What follows belongs to an exercise in optimizing a design on an open flow for small area; a production flow would make more cautious choices.
In this exercise RTL edits were held to simulation tests only and were not proved equivalent to the original.
Power is estimated from default activity; no workload was simulated.

==> flow/design.v, too long to show whole: its modules and the start of the top module <==
// module UNPARKING: 4388 lines
module UNPARKING(clk, rst, LCD_RW, LCD_EN, LCD_RS, LCD_DATA, filas, columnas, count, s, m, l, c);
  // ...
==> flow/run.sh <==
#!/bin/bash
# synth_recipe.tcl (not shown) runs the flow's synth.tcl, then flattens the netlist and writes it again
# the make line also repeats each setting of config.mk as NAME=value (left out here)
make -C /OpenROAD-flow-scripts/flow DESIGN_CONFIG=/design/flow/config.mk WORK_HOME=/design/flow/orfs CLKGATE_MAP_FILE= SYNTH_SCRIPT=/design/flow/synth_recipe.tcl finish
==> flow/config.mk <==
export PLATFORM = sky130hd
export DESIGN_NAME = UNPARKING
export DESIGN_NICKNAME = UNPARKING
export VERILOG_FILES = /design/flow/design.v
export SDC_FILE = /design/flow/constraint.sdc
export NUM_CORES = 4
export LEC_CHECK = 0
export ABC_AREA = 1
export CAP_MARGIN = 20
export CORE_MARGIN = 2
export CORE_UTILIZATION = 60
export CTS_BUF_LIST = sky130_fd_sc_hd__clkbuf_16
export CTS_CLUSTER_DIAMETER = 100
export CTS_CLUSTER_SIZE = 34
export SLEW_MARGIN = 20
==> flow/constraint.sdc <==
create_clock -name core_clock -period 10.0 [get_ports {clk}]
set_input_delay 2.0000 -clock core_clock [delete_from_list [all_inputs] [get_ports {clk}]]
set_output_delay 2.0000 -clock core_clock [all_outputs]
set_load 0.01 [all_outputs]
==> results.yml, run 1 <==
die:
  start_util: 0.617
  pin_count: 37
layout:
  n_fill_cell: 1759
  multi_input_gates: 1061
  n_clock_buffer: 15
  areaGrowthSynthToFinish_pct: 7.08
  inv_count: 200
  seqAreaFraction: 0.483
critical_path:
  worst-path-stages: 14
  reg2reg_depth: 15
  worstPathArrival_ns: 4.78
  crit_start: "columnas[3]"
  crit_family: "simple AND/OR/NAND/NOR gates"
clocking:
  tritoncts: "built"
  postCtsResizedCells: 0
  cts_setup_buffers: 0
  insertion_delay_ns: 0.52
  cts_buffer_depth: 3
logic_synthesis:
  synth_compound_area_frac: 0.153
  synth_top_family_by_area: "simple AND/OR/NAND/NOR gates"
  synth.avg_cell_area_um2: 7.95
  synth_nets: 1676
  synth-edff-count: 0
  yosys_warnings: 1
  synth_top_area_cell: "dfxtp_1"
  async_reset_ff_frac: 0
global_route:
  busiest_layer: "met2"
routing:
  dr.pass1.iters: 6
  vias: 11700
  wl_per_cell_um: 20.5
  ant_nets: 0
  highest_layer: "met4"
  drt_iter0_markers: 1429
status:
  status: "complete, no violations"
power_and_ir_drop:
  p_seq_frac: 0.619
  powerDensity_nw_per_um2: 165
  combPwrFrac: 0.086
  peakVddDrop_mv: 0.208
  top_power_group: "sequential cells"
  total_power_w: 0.00231
sta:
  worst_slew_pin_slew_ns: 0.927
  skew_ns: 0.0336
place:
  place_congestion: 0.994
min_path:
  hold_depth: 0
  hp-start: "bay_3__pr_3_"
==> run 2: changes to the inputs <==
--- a/flow/config.mk
+++ b/flow/config.mk
@@ -13,3 +13,3 @@
 export CTS_CLUSTER_DIAMETER = 100
-export CTS_CLUSTER_SIZE = 34
+export CTS_CLUSTER_SIZE = 30
 export SLEW_MARGIN = 20
==> results.yml, run 2 <==
clocking:
  cts_setup_buffers: 0
  h-tree-depth: 1
  cts_buffer_depth: 3
  insertion_delay_ns: 0.51
  clkSinkCount: 337
  cts_root_buffer: "clkbuf_16"
  clk_pin_slew_ns: 0.12
  tritoncts: "built"
  postCtsResizedCells: 0
  cts_buffers: 15
  cts_hold_buf: 0
layout:
  final_cell_mix: "dfxtp_1 (337), nand2_1 (324), inv_1 (184)"
  final_cells: 1933
  nets: 1692
  areaGrowthSynthToFinish_pct: 6.96
  regArea_um2: 6750
  multi_input_area_um2: 5310
  n_antenna_cell: 0
  layout.cells.most_common: "dfxtp_1"
  n_fill_cell: 1769
  layout-drive-gt1-share: 0.0470
sta:
  relSlewSlack: 0.396
  finalCritPeriodShare: 0.438
  skew_ns: 0.0315
  rsz0062_at_grt: "false"
  setup_viol: 0
  final_hold_viol_count: 0
  setup-tns-final_ns: 0
  slew_viol_final: 0
  fin_crit_ns: 4.38
  fmaxAchievable_ghz: 0.228
  worst_slew_pin_slew_ns: 0.904
routing:
  drc: 0
  vias: 11800
  dr.pass1.iters: 9
  drt-total-wl_um: 39700
  ant_nets: 0
  wl_per_cell_um: 20.5
  vias_per_cell: 6.10
  drt_iter0_markers: 1303
logic_synthesis:
  ys_seq_area_frac: 0.517
  synth-edff-count: 0
  netlist_area_um2: 13100
  ys_types: 60
  synth.avg_cell_area_um2: 7.95
  post-synth-top-count-cell: "dfxtp_1"
  synth_top_area_share: 0.517
  netlist_instances: 1642
  ys.flop_type: "dfxtp_1"
  synth.area.top_cells: "dfxtp_1 (52%), nand2_1 (9.3%), inv_1 (5.3%), nor2_1 (4.9%), o21ai_0 (4.6%)"
  synthTopCellsByCount: "dfxtp_1 (337), nand2_1 (324), inv_1 (184), nor2_1 (171), o21ai_0 (121)"
  synth_top_area_cell: "dfxtp_1"
  async_reset_ff_frac: 0
  synth_nets: 1676
  yosys_warnings: 1
  synth-seq-cells: 337
power_and_ir_drop:
  powerDensity_nw_per_um2: 165
  total_power_w: 0.00230
  peakVddDrop_mv: 0.196
  p_leak_nw: 6.06
min_path:
  hp-class: "register to register"
global_route:
  grt_use_total: 0.347
  grt_pass1_wl_um: 61000
  grt_antenna_before_repair: 0
  grt_pass1_vias: 11200
  grt_max_degree: 31
  grt-ovfl-total: 0
die:
  pin_count: 37
  die_area_um2: 23000
  dieHeight_um: 151
  start_util: 0.617
  fp.coreArea_um2: 21200
  row_count: 53
  die_w_um: 151
place:
  place_hpwl_um: 29800
  port_buffers: 35
  place_congestion: 0.994
  dp_cells: 1916
critical_path:
  slowest_stage: "o22ai_1"
  cp.required_ns: 10.40
  crit_family: "simple AND/OR/NAND/NOR gates"
  start_kind: "input pin"
  worst_path_largest_cell_delay_ns: 0.61
  path_cells: "clkdlybuf4s50_1, nor2_1, nand2_1, nor2_1, nand2_1, nand2_1, nand3_1, inv_1, nand3_1, o22ai_1, nor3_1, nand2_1, o21ai_0, ha_1"
  cp_common_cell: "nand2_1"
  path_class: "input pin to register"
  cp_max_fo: 9
  cp_num_buf_inv: 2
  cp-end-kind: "register"
  worstPathArrival_ns: 4.78
status:
  status: "complete, no violations"
run:
  cap_violations: 0
[run 2: cell count changes in the layout (fill, tap and decap cells not counted)]
cell       before  now
clkinv_2        0    1
clkinv_16       1    0
inv_16          0    1
inv_8           1    0
[run 2: stage by stage]
step | hold WS (ns) | utilization | setup slack (ns) | cell area, µm²
final | 0.328 | 0.660 | 5.62 | 14000
after global routing | 0.336 | 0.660 | 5.32 | 14000
after CTS | 0.324 | 0.660 | 5.66 | 14000
after detailed placement | 0.312 | 0.641 | 5.17 | 13600
after global placement | 0.310 | 0.641 | 5.30 | 13600
after floorplan | 0.310 | - | 6.23 | 13100
[run 2: path summary, 6_finish.rpt]
kind              slack, ns  cells past startpoint          from             to
hold reg to reg        0.33                      0  bay_3__pr_3_   bay_3__pr_6_
setup / recovery       5.62                     14   columnas[3]  bay_4__cr_15_
hold / removal         0.33                      0  bay_3__pr_3_   bay_3__pr_6_
setup reg to reg       6.01                     15        msg_2_        dreg_6_
[run 2: power by group]
part | switching, W | total, W | internal [W] | leakage (nW)
Combinational | 0.000142 | 0.000199 | 0.0000570 | 3.10
Clock | 0.000400 | 0.000679 | 0.000279 | 0.199
Sequential | 0.0000372 | 0.00143 | 0.00139 | 2.76
[run 2: layer usage]
layer	GRT usage	up-vias	routed length, µm
li1	-	5464	-
met1	0.471	5482	16000
met2	0.561	706	18000
met3	0.0626	134	4010
met4	0.120	0	1630
met5	0	-	0
[run 2: final cells by class]
class / instances / area share
Clock buffer: 15 / 0.0269
Sequential cell: 337 / 0.483
Inverter: 200 / 0.0540
Clock inverter: 2 / 0.00179
Multi-Input combinational cell: 1061 / 0.380
Tap cell: 275 / 0.0246
Timing Repair Buffer: 43 / 0.0294
[run 2: logic make-up (layout without fill, tap and decap cells)]
kind of cell / after synthesis / after routing / share of synthesized area
adder cells (fa/ha/maj): 20 / 20 / 0.0192
XOR/XNOR: 2 / 2 / 0.00134
other: 1 / 1 / 0.000287
AND/OR/NAND/NOR: 706 / 706 / 0.233
AO/OA/AOI/OAI: 332 / 332 / 0.153
buffers and inverters: 244 / 260 / 0.0767
flip-flops: 337 / 337 / 0.517
[run 2: worst reg2reg max path, cell delays in order (launching register included)]
cell and delay, ns:
dfxtp_1 0.78, inv_2 0.30, nor2_1 0.73, nand2_1 0.35, o21ai_0 0.30, o21bai_1 0.23
nor2_1 0.11, xnor2_1 0.16, nand2_1 0.08, nand2_1 0.10, nand3_1 0.10, nand3_1 0.11
nand3_1 0.10, nand2_1 0.08, a21oi_1 0.28, a21o_1 0.12
==> run 3: changes to the inputs <==
--- a/flow/config.mk
+++ b/flow/config.mk
@@ -10,3 +10,3 @@
 export CORE_MARGIN = 2
-export CORE_UTILIZATION = 60
+export CORE_UTILIZATION = 68
 export CTS_BUF_LIST = sky130_fd_sc_hd__clkbuf_16
==> results.yml, run 3 <==
routing:
  dr.pass1.iters: 11
  drc: 0
  drt-total-wl_um: 41300
  ant_nets: 0
  vias: 12200
  drt_iter0_markers: 1640
  wl_per_cell_um: 21.8
  vias_per_cell: 6.46
sta:
  skew_ns: 0.0144
  fin_crit_ns: 4.36
  relSlewSlack: 0.399
  worst_slew_pin_slew_ns: 0.892
  final_hold_viol_count: 0
  setup-tns-final_ns: 0
  hold_ws_ns: 0.333
  setup_viol: 0
  finalCritPeriodShare: 0.436
  rsz0062_at_grt: "false"
  slew_viol_final: 0
  fmaxAchievable_ghz: 0.229
logic_synthesis:
  synthMuxAreaShare: 0
  ys_types: 60
  async_reset_ff_frac: 0
  synth_nets: 1676
  netlist_area_um2: 13100
  yosys_warnings: 1
  ys_seq_area_frac: 0.517
  synth_top_area_cell: "dfxtp_1"
  post-synth-top-count-cell: "dfxtp_1"
  synth_compound_area_frac: 0.153
  synthXorXnorAreaFrac: 0.00134
  synth-edff-count: 0
  synth.avg_cell_area_um2: 7.95
  ys.flop_type: "dfxtp_1"
  synth-adder-area-share: 0.0192
  synth-seq-cells: 337
  synthTopCellsByCount: "dfxtp_1 (337), nand2_1 (324), inv_1 (184), nor2_1 (171), o21ai_0 (121)"
  synth_top_area_share: 0.517
  synth_top_family_by_area: "simple AND/OR/NAND/NOR gates"
  synth.area.top_cells: "dfxtp_1 (52%), nand2_1 (9.3%), inv_1 (5.3%), nor2_1 (4.9%), o21ai_0 (4.6%)"
  synth-simple-area-share: 0.233
  netlist_instances: 1642
critical_path:
  crit_family: "simple AND/OR/NAND/NOR gates"
  r2r-start: "pf_0_"
  cp.required_ns: 10.40
  start_kind: "input pin"
  crit_start: "columnas[3]"
  worstPathArrival_ns: 4.76
  ff2ff_setup_slack_ns: 6.12
  r2r_end: "cpb_0_"
  worst_path_largest_cell_delay_ns: 0.66
  slowest_stage: "o22ai_1"
  cp_num_buf_inv: 2
  path_class: "input pin to register"
  cp_common_cell: "nand2_1"
  cp-end-kind: "register"
  reg2reg_depth: 22
  cp_max_fo: 7
  path_cells: "clkdlybuf4s50_1, nor2_1, nand2_1, nor2_1, nand2_1, nand2_1, nand3_1, nor2_1, nand2_1, inv_1, nand2_1, o22ai_1, nor2_1, ha_1"
global_route:
  grt_pass1_wl_um: 63100
  grt_max_degree: 31
  grt-ovfl-total: 0
  grt_pass1_vias: 11800
  grt_antenna_before_repair: 0
  grt_use_total: 0.401
place:
  place_hpwl_um: 30200
  port_buffers: 35
  place_congestion: 1.06
status:
  status: "complete, no violations"
clocking:
  insertion_delay_ns: 0.51
  cts_buffers: 15
  cts_hold_buf: 0
  h-tree-depth: 1
  cts_buffer_depth: 3
  cts_root_buffer: "clkbuf_16"
  cts_setup_buffers: 0
  tritoncts: "built"
  clkSinkCount: 337
  clk_pin_slew_ns: 0.11
  postCtsResizedCells: 0
layout:
  layout.cells.most_common: "dfxtp_1"
  layout-drive-gt1-share: 0.0482
  n_fill_cell: 1291
  final_cell_mix: "dfxtp_1 (337), nand2_1 (324), inv_1 (184)"
  nets: 1693
  areaGrowthSynthToFinish_pct: 6.70
  n_antenna_cell: 0
min_path:
  hp-class: "register to register"
  hold-path-endpoint: "bay_3__pr_12_"
  hold_depth: 0
  hp-start: "bay_3__pr_9_"
die:
  start_util: 0.695
  die_w_um: 143
  dieHeight_um: 143
  fp.coreArea_um2: 18800
  row_count: 50
  die_area_um2: 20300
  pin_count: 37
power_and_ir_drop:
  powerDensity_nw_per_um2: 167
  peakVddDrop_mv: 0.183
  p_leak_nw: 6.07
run:
  cap_violations: 0
-- run 3: cell counts after synthesis --
No cell type changed its count.
-- run 3: metal layers --
layer / part of all wire / global-route usage / vias to the layer above
li1: - / - / 5454
met1: 0.37 / 0.512 / 5621
met2: 0.45 / 0.649 / 953
met3: 0.12 / 0.0865 / 212
met4: 0.055 / 0.192 / 0
met5: 0 / 0 / -
-- run 3: kinds of logic after synthesis --
| family | after synthesis |
|---|---|
| other | 1 |
| buffers and inverters | 244 |
| XOR/XNOR | 2 |
| flip-flops | 337 |
| adder cells (fa/ha/maj) | 20 |
| AO/OA/AOI/OAI | 332 |
| AND/OR/NAND/NOR | 706 |
-- run 3: area by class of cell --
class,instances,area [µm²],area share
clock buffer,15,375,0.0270
inverter,200,753,0.0541
clock inverter,3,36.3,0.00261
tap,234,293,0.0210
multi-input combinational,1061,5310,0.381
sequential,337,6750,0.484
timing repair buffer,44,418,0.0300
-- run 3: power by group --
group | internal [W] | leakage (nW) | switching [W] | total, W
Combinational | 0.0000569 | 3.11 | 0.000143 | 0.000200
Clock | 0.000282 | 0.203 | 0.000412 | 0.000695
Sequential | 0.00139 | 2.76 | 0.0000391 | 0.00143
Total | 0.00173 | 6.07 | 0.000595 | 0.00232
-- run 3: worst max path at each step --
| stage | endpoint | slack, ns | cells after the start |
|---|---|---|---|
| global route | bay_1__cr_15_ | 5.40 | 14 |
| CTS | bay_1__cr_15_ | 5.75 | 14 |
| floorplan | bay_4__cr_15_ | 6.23 | 13 |
| global placement | bay_4__cr_15_ | 5.40 | 14 |
| detailed placement | bay_1__cr_15_ | 5.23 | 14 |
| finish | bay_1__cr_15_ | 5.64 | 14 |
-- run 3: through the flow --
stage	utilization	cells	setup slack [ns]	total power [W]	cell area, µm²
floorplan	-	1642	6.23	0.00156	13100
detailed placement	0.720	1876	5.23	0.00164	13500
finish	0.742	1894	5.64	0.00232	13900
global route	0.742	1894	5.40	0.00238	13900
CTS	0.742	1894	5.75	0.00230	13900
global placement	0.720	1876	5.40	0.00164	13500

==> what the ideal ports hide <==
How much do the figures lean on ideal ports? The routed layouts below were timed once more, with nothing changed but the port constraints.
Step 1: set_driving_cell puts a clkbuf_16 on clk and a buf_2 on each other input, an assumption about the parent block.
Step 2 adds t to the input delays and takes it off the output delays; t is the mean of the earliest and latest rising clock arrival at the registers after step 1. Input paths then give back, and output paths get back, about the clock's delay inside the block.
Three values: ideal ports, drivers, drivers and shift; two values: the first two.
run	t, ns	setup slack, ns	hold slack, ns	worst data-port slew with drivers (ns)	cell pins on the clock port's net
run 1	0.552	5.630 / 5.605 / 5.108	0.328 / 0.328 / 0.328	0.05	1
run 2	0.546	5.620 / 5.598 / 5.103	0.328 / 0.328 / 0.328	0.06	1
run 3	0.550	5.638 / 5.653 / 5.103	0.333 / 0.333 / 0.333	0.05	1
After both steps every run listed still meets setup and hold. For run 3, which loses most, drivers alone change the setup slack by +0.015 ns; drivers and shift together by -0.535 ns.
